Context: an optimization exercise on an open-source flow, tuned for small area, a short achievable clock period and few clock cycles per item. The choices shown serve that exercise and are no tape-out recipe. RTL that was checked went through simulation tests only; none was proved equivalent to the original. Power is estimated from default activity; no workload was simulated.

Setup of Q:
==> flow/design.v <==
module APB_Slave_or8
(   input       [7:0] sel,
    input       [7:0] d,
    output            y
);
    assign y = |(sel & d);
endmodule
module APB_Slave_nor2
(   input       [1:0] a,
    output            y
);
    assign y = ~|a;
endmodule
module APB_Slave_nand2
(   input       [1:0] a,
    output            y
);
    assign y = ~&a;
endmodule
module APB_Slave_rdbit
(   input       [31:0] sel,
    input       [31:0] d,
    output             q
);
    wire  [3:0] p;                                               
    wire  [1:0] n;                                               
    genvar k;
    generate
        for (k = 0; k < 4; k = k + 1) begin : g8
            APB_Slave_or8 u (.sel(sel[8*k+7:8*k]), .d(d[8*k+7:8*k]), .y(p[k]));
        end
        for (k = 0; k < 2; k = k + 1) begin : g16
            APB_Slave_nor2 u (.a(p[2*k+1:2*k]), .y(n[k]));
        end
    endgenerate
    APB_Slave_nand2 u32 (.a(n), .y(q));
endmodule
module APB_Slave_dec
(   input        [3:0] lo_n,                                     
    input        [3:0] lo_wr_n,                                  
    input        [7:0] hi_n,                                     
    output      [31:0] rsel,
    output      [31:0] wsel
);
    genvar g;
    generate
        for (g = 0; g < 32; g = g + 1) begin : w
            assign rsel[g] = ~(lo_n[g % 4]    | hi_n[g / 4]);
            assign wsel[g] = ~(lo_wr_n[g % 4] | hi_n[g / 4]);
        end
    endgenerate
endmodule
module APB_Slave#( parameter DWIDTH = 32, AWIDTH = 5)
(   input                                      PCLK,             
    input                                   PRESETn,             
    input                                     PSELx,             
    input                                   PENABLE,             
    input                        [AWIDTH-1:0] PADDR,             
    input                                    PWRITE,             
    input                       [DWIDTH-1:0] PWDATA,             
    output reg                  [DWIDTH-1:0] PRDATA,             
    output                                   PREADY,             
    output                                   PSLVERR             
);
    localparam DEPTH = 2**AWIDTH;
    localparam LANES = 8;
    localparam LW    = DWIDTH / LANES;
    reg           [DWIDTH-1:0] mem_arr[DEPTH-1:0];
    wire          [DWIDTH-1:0] rd_word;
    wire                       wr = PSELx && PENABLE && PWRITE;
    reg                  [3:0] lo_n, lo_wr_n;                    
    reg                  [7:0] hi_n;                             
    integer                    k;
    always @(*) begin
        for (k = 0; k < 4; k = k + 1) begin
            lo_n[k]    = ~(PADDR[1:0] == k);
            lo_wr_n[k] = ~(wr && PADDR[1:0] == k);
        end
        for (k = 0; k < 8; k = k + 1)
            hi_n[k]    = ~(PADDR[4:2] == k);
    end
    genvar l, g, b;
    generate
        for (l = 0; l < LANES; l = l + 1) begin : lane
            wire [DEPTH-1:0] rsel;                               
            wire [DEPTH-1:0] wsel;                               
            APB_Slave_dec u_dec (.lo_n(lo_n), .lo_wr_n(lo_wr_n), .hi_n(hi_n), .rsel(rsel), .wsel(wsel));
            for (g = 0; g < DEPTH; g = g + 1) begin : word
                always @(posedge PCLK)
                    if (wsel[g])
                        mem_arr[g][l*LW +: LW] <= PWDATA[l*LW +: LW];
            end
            for (b = l*LW; b < (l+1)*LW; b = b + 1) begin : rd
                wire [DEPTH-1:0] column;
                for (g = 0; g < DEPTH; g = g + 1) begin : col
                    assign column[g] = mem_arr[g][b];
                end
                APB_Slave_rdbit u_bit (.sel(rsel), .d(column), .q(rd_word[b]));
            end
        end
    endgenerate
always @(posedge PCLK)
begin
    PRDATA <= rd_word;
end
    assign PREADY  = 1'b1;
    assign PSLVERR = 1'b0;
endmodule
==> flow/config.mk <==
export PLATFORM = sky130hd
export DESIGN_NAME = APB_Slave
export DESIGN_NICKNAME = APB_Slave
export VERILOG_FILES = /design/flow/design.v
export SDC_FILE = /design/flow/constraint.sdc
export NUM_CORES = 4
export LEC_CHECK = 0
export CAP_MARGIN = 20
export CORE_MARGIN = 2
export CORE_UTILIZATION = 65
export CTS_CLUSTER_DIAMETER = 100
export CTS_CLUSTER_SIZE = 24
export SETUP_SLACK_MARGIN = 3.3
export SLEW_MARGIN = 20
export SYNTH_HIERARCHICAL = 1
==> flow/constraint.sdc <==
create_clock -name core_clock -period 5.5 [get_ports {PCLK}]
set_input_delay 1.1000 -clock core_clock [delete_from_list [all_inputs] [get_ports {PCLK}]]
set_output_delay 1.1000 -clock core_clock [all_outputs]
set_load 0.01 [all_outputs]
run.sh (not shown) runs the stock make flow with config.mk's settings and CLKGATE_MAP_FILE= SYNTH_SCRIPT=/design/flow/synth_recipe.tcl, a recipe that flattens the netlist after the stock synthesis.
Modified inputs, T compared to Q
-- flow/design.v --
<<< Q, line 64
);
    localparam DEPTH = 2**AWIDTH;
    localparam LANES = 8;
    localparam LW    = DWIDTH / LANES;
    reg           [DWIDTH-1:0] mem_arr[DEPTH-1:0];
>>> T, line 64
);
    localparam DEPTH = 2**AWIDTH;
    localparam LANES = 4;
    localparam LW    = DWIDTH / LANES;
    reg           [DWIDTH-1:0] mem_arr[DEPTH-1:0];
--- outcome ---
- Per the final summary, T finished and its layout is clean on timing, DRC and antenna.
- Diff Q -> T: setup slack of the most critical reg-to-reg path -0.03 ns, maximum single-stage delay on the critical path ~0 delta, via count -1552.
- The combinational share of power number comes out lower for T vs Q.
- Of T and Q, Q shows the higher met3 capacity usage during global routing, with T below it.
- Clock input transition at the sequential cells of the worst setup and hold paths across T and Q: no real change.
Testbench counts of T, summed over its fixed seeds: cycles 8,184, transfers 4,096.
The RTL of Q was laid out without a check of its function.

APB_Slave, a different RTL version from the one above (not shown whole).
For scale: about 1,700 cells after synthesis, about 1,100 flip-flops, ~39,000 sq um of cells after synthesis.
==> module APB_Slave_mux4, before the edit <==
module APB_Slave_mux4
(   input       [1:0] s,
    input       [3:0] d,
    output            y
);
    assign y = d[s];
endmodule
==> module APB_Slave_rdbit, before the edit <==
module APB_Slave_rdbit
(   input        [1:0] lo,                                       
    input        [7:0] hi,                                       
    input       [31:0] d,
    output             q
);
    wire [7:0] m;                                                
    genvar k;
    generate
        for (k = 0; k < 8; k = k + 1) begin : g4
            APB_Slave_mux4 u (.s(lo), .d(d[4*k+3:4*k]), .y(m[k]));
        end
    endgenerate
    APB_Slave_or8 u8 (.sel(hi), .d(m), .y(q));
endmodule
==> module APB_Slave_dec, before the edit <==
module APB_Slave_dec
(   input        [3:0] lo_wr_n,                                  
    input        [7:0] hi_n,                                     
    output       [7:0] hi,                                       
    output      [31:0] wsel
);
    genvar g;
    generate
        for (g = 0; g < 32; g = g + 1) begin : w
            assign wsel[g] = ~(lo_wr_n[g % 4] | hi_n[g / 4]);
        end
    endgenerate
    assign hi = ~hi_n;
endmodule
==> module APB_Slave, before the edit <==
module APB_Slave#( parameter DWIDTH = 32, AWIDTH = 5)
(   input                                      PCLK,             
    input                                   PRESETn,             
    input                                     PSELx,             
    input                                   PENABLE,             
    input                        [AWIDTH-1:0] PADDR,             
    input                                    PWRITE,             
    input                       [DWIDTH-1:0] PWDATA,             
    output reg                  [DWIDTH-1:0] PRDATA,             
    output                                   PREADY,             
    output                                   PSLVERR             
);
    localparam DEPTH = 2**AWIDTH;
    localparam LANES = 4;
    localparam LW    = DWIDTH / LANES;
    reg           [DWIDTH-1:0] mem_arr[DEPTH-1:0];
    wire          [DWIDTH-1:0] rd_word;
    wire                       wr = PSELx && PENABLE && PWRITE;
    reg                  [3:0] lo_wr_n;                          
    reg                  [7:0] hi_n;                             
    integer                    k;
    always @(*) begin
        for (k = 0; k < 4; k = k + 1)
            lo_wr_n[k] = ~(wr && PADDR[1:0] == k);
        for (k = 0; k < 8; k = k + 1)
            hi_n[k]    = ~(PADDR[4:2] == k);
    end
    genvar l, g, b;
    generate
        for (l = 0; l < LANES; l = l + 1) begin : lane
            wire       [7:0] hi;                                 
            wire [DEPTH-1:0] wsel;                               
            APB_Slave_dec u_dec (.lo_wr_n(lo_wr_n), .hi_n(hi_n), .hi(hi), .wsel(wsel));
            for (g = 0; g < DEPTH; g = g + 1) begin : word
                always @(posedge PCLK)
                    if (wsel[g])
                        mem_arr[g][l*LW +: LW] <= PWDATA[l*LW +: LW];
            end
            for (b = l*LW; b < (l+1)*LW; b = b + 1) begin : rd
                wire [DEPTH-1:0] column;
                for (g = 0; g < DEPTH; g = g + 1) begin : col
                    assign column[g] = mem_arr[g][b];
                end
                APB_Slave_rdbit u_bit (.lo(PADDR[1:0]), .hi(hi), .d(column), .q(rd_word[b]));
            end
        end
    endgenerate
always @(posedge PCLK)
begin
    PRDATA <= rd_word;
end
    assign PREADY  = 1'b1;
    assign PSLVERR = 1'b0;
endmodule
Settings: LEC_CHECK=0, CAP_MARGIN=20, CORE_MARGIN=2, CORE_UTILIZATION=65, CTS_CLUSTER_DIAMETER=100, CTS_CLUSTER_SIZE=24, SETUP_SLACK_MARGIN=3.3, SLEW_MARGIN=20, SYNTH_HIERARCHICAL=1; clock period 5.5 ns.
==> next run, changes <==
==> flow/design.v (replaced) <==
module APB_Slave_or8
(   input       [7:0] sel,
    input       [7:0] d,
    output            y
);
    assign y = |(sel & d);
endmodule
module APB_Slave_nor2
(   input       [1:0] a,
    output            y
);
    assign y = ~|a;
endmodule
module APB_Slave_nand2
(   input       [1:0] a,
    output            y
);
    assign y = ~&a;
endmodule
module APB_Slave_rdbit
(   input       [31:0] sel,
    input       [31:0] d,
    output             q
);
    wire  [3:0] p;                                               
    wire  [1:0] n;                                               
    genvar k;
    generate
        for (k = 0; k < 4; k = k + 1) begin : g8
            APB_Slave_or8 u (.sel(sel[8*k+7:8*k]), .d(d[8*k+7:8*k]), .y(p[k]));
        end
        for (k = 0; k < 2; k = k + 1) begin : g16
            APB_Slave_nor2 u (.a(p[2*k+1:2*k]), .y(n[k]));
        end
    endgenerate
    APB_Slave_nand2 u32 (.a(n), .y(q));
endmodule
module APB_Slave_dec
(   input        [4:0] addr,
    input              wr,                                       
    output      [31:0] rsel,
    output      [31:0] wsel
);
    genvar g;
    generate
        for (g = 0; g < 32; g = g + 1) begin : w
            assign rsel[g] = (addr == g);
            assign wsel[g] = wr && (addr == g);
        end
    endgenerate
endmodule
module APB_Slave#( parameter DWIDTH = 32, AWIDTH = 5)
(   input                                      PCLK,             
    input                                   PRESETn,             
    input                                     PSELx,             
    input                                   PENABLE,             
    input                        [AWIDTH-1:0] PADDR,             
    input                                    PWRITE,             
    input                       [DWIDTH-1:0] PWDATA,             
    output reg                  [DWIDTH-1:0] PRDATA,             
    output                                   PREADY,             
    output                                   PSLVERR             
);
    localparam DEPTH = 2**AWIDTH;
    localparam LANES = 4;
    localparam LW    = DWIDTH / LANES;
    reg           [DWIDTH-1:0] mem_arr[DEPTH-1:0];
    wire          [DWIDTH-1:0] rd_word;
    wire                       wr = PSELx && PENABLE && PWRITE;
    genvar l, g, b;
    generate
        for (l = 0; l < LANES; l = l + 1) begin : lane
            wire [DEPTH-1:0] rsel;                               
            wire [DEPTH-1:0] wsel;                               
            APB_Slave_dec u_dec (.addr(PADDR), .wr(wr), .rsel(rsel), .wsel(wsel));
            for (g = 0; g < DEPTH; g = g + 1) begin : word
                always @(posedge PCLK)
                    if (wsel[g])
                        mem_arr[g][l*LW +: LW] <= PWDATA[l*LW +: LW];
            end
            for (b = l*LW; b < (l+1)*LW; b = b + 1) begin : rd
                wire [DEPTH-1:0] column;
                for (g = 0; g < DEPTH; g = g + 1) begin : col
                    assign column[g] = mem_arr[g][b];
                end
                APB_Slave_rdbit u_bit (.sel(rsel), .d(column), .q(rd_word[b]));
            end
        end
    endgenerate
always @(posedge PCLK)
begin
    PRDATA <= rd_word;
end
    assign PREADY  = 1'b1;
    assign PSLVERR = 1'b0;
endmodule
=>
- The new run produced a clean layout
- utilization came out higher by 1.4 points
- via count came out higher by 16%
- global-route usage came out lower by 0.70 points
- setup slack improves by 0.0090 ns
- wire length came out lower by 3.1%
- register-to-register slack improves by 0.14 ns
- design area came out lower by about 1.7%
- non-clock buffer count came out higher by 46
- total power came out lower by about 1.7%
- critical path depth came out higher by 3
- clock skew came out lower by 0.0067 ns
No functional check of the RTL was part of any run of this note.

==> static timing again, ports no longer ideal <==
In the flow no input, the clock included, has a driving cell. The finished layouts below were timed again as built, in two steps. Step 1 (the two cells are an assumption about what drives the block):
set clk [get_ports {PCLK}]
set_driving_cell -lib_cell sky130_fd_sc_hd__clkbuf_16 $clk
set_driving_cell -lib_cell sky130_fd_sc_hd__buf_2 [delete_from_list [all_inputs] $clk]
Step 2 also shifts input and output timing later by t, the mid clock arrival at the registers, as if the neighbouring blocks saw the same clock. Three values: ideal ports, drivers, drivers and shift; two values: the first two.
run | shift t [ns] | setup WS [ns] | worst setup path at the end
Q | 0.688 | 3.249 / 3.234 / 2.583 | input to register
T | 0.695 | 3.297 / 3.254 / 2.608 | input to register
the first run of note 2 | 0.685 | 3.279 / 3.032 / 2.347 | input to register
the second run of note 2 | 0.677 | 3.288 / 3.266 / 2.609 | input to register
After both steps every run listed still meets setup and hold. The setup slack of the first run of note 2, which loses most, moves by -0.247 ns with the drivers and by -0.932 ns with both steps.
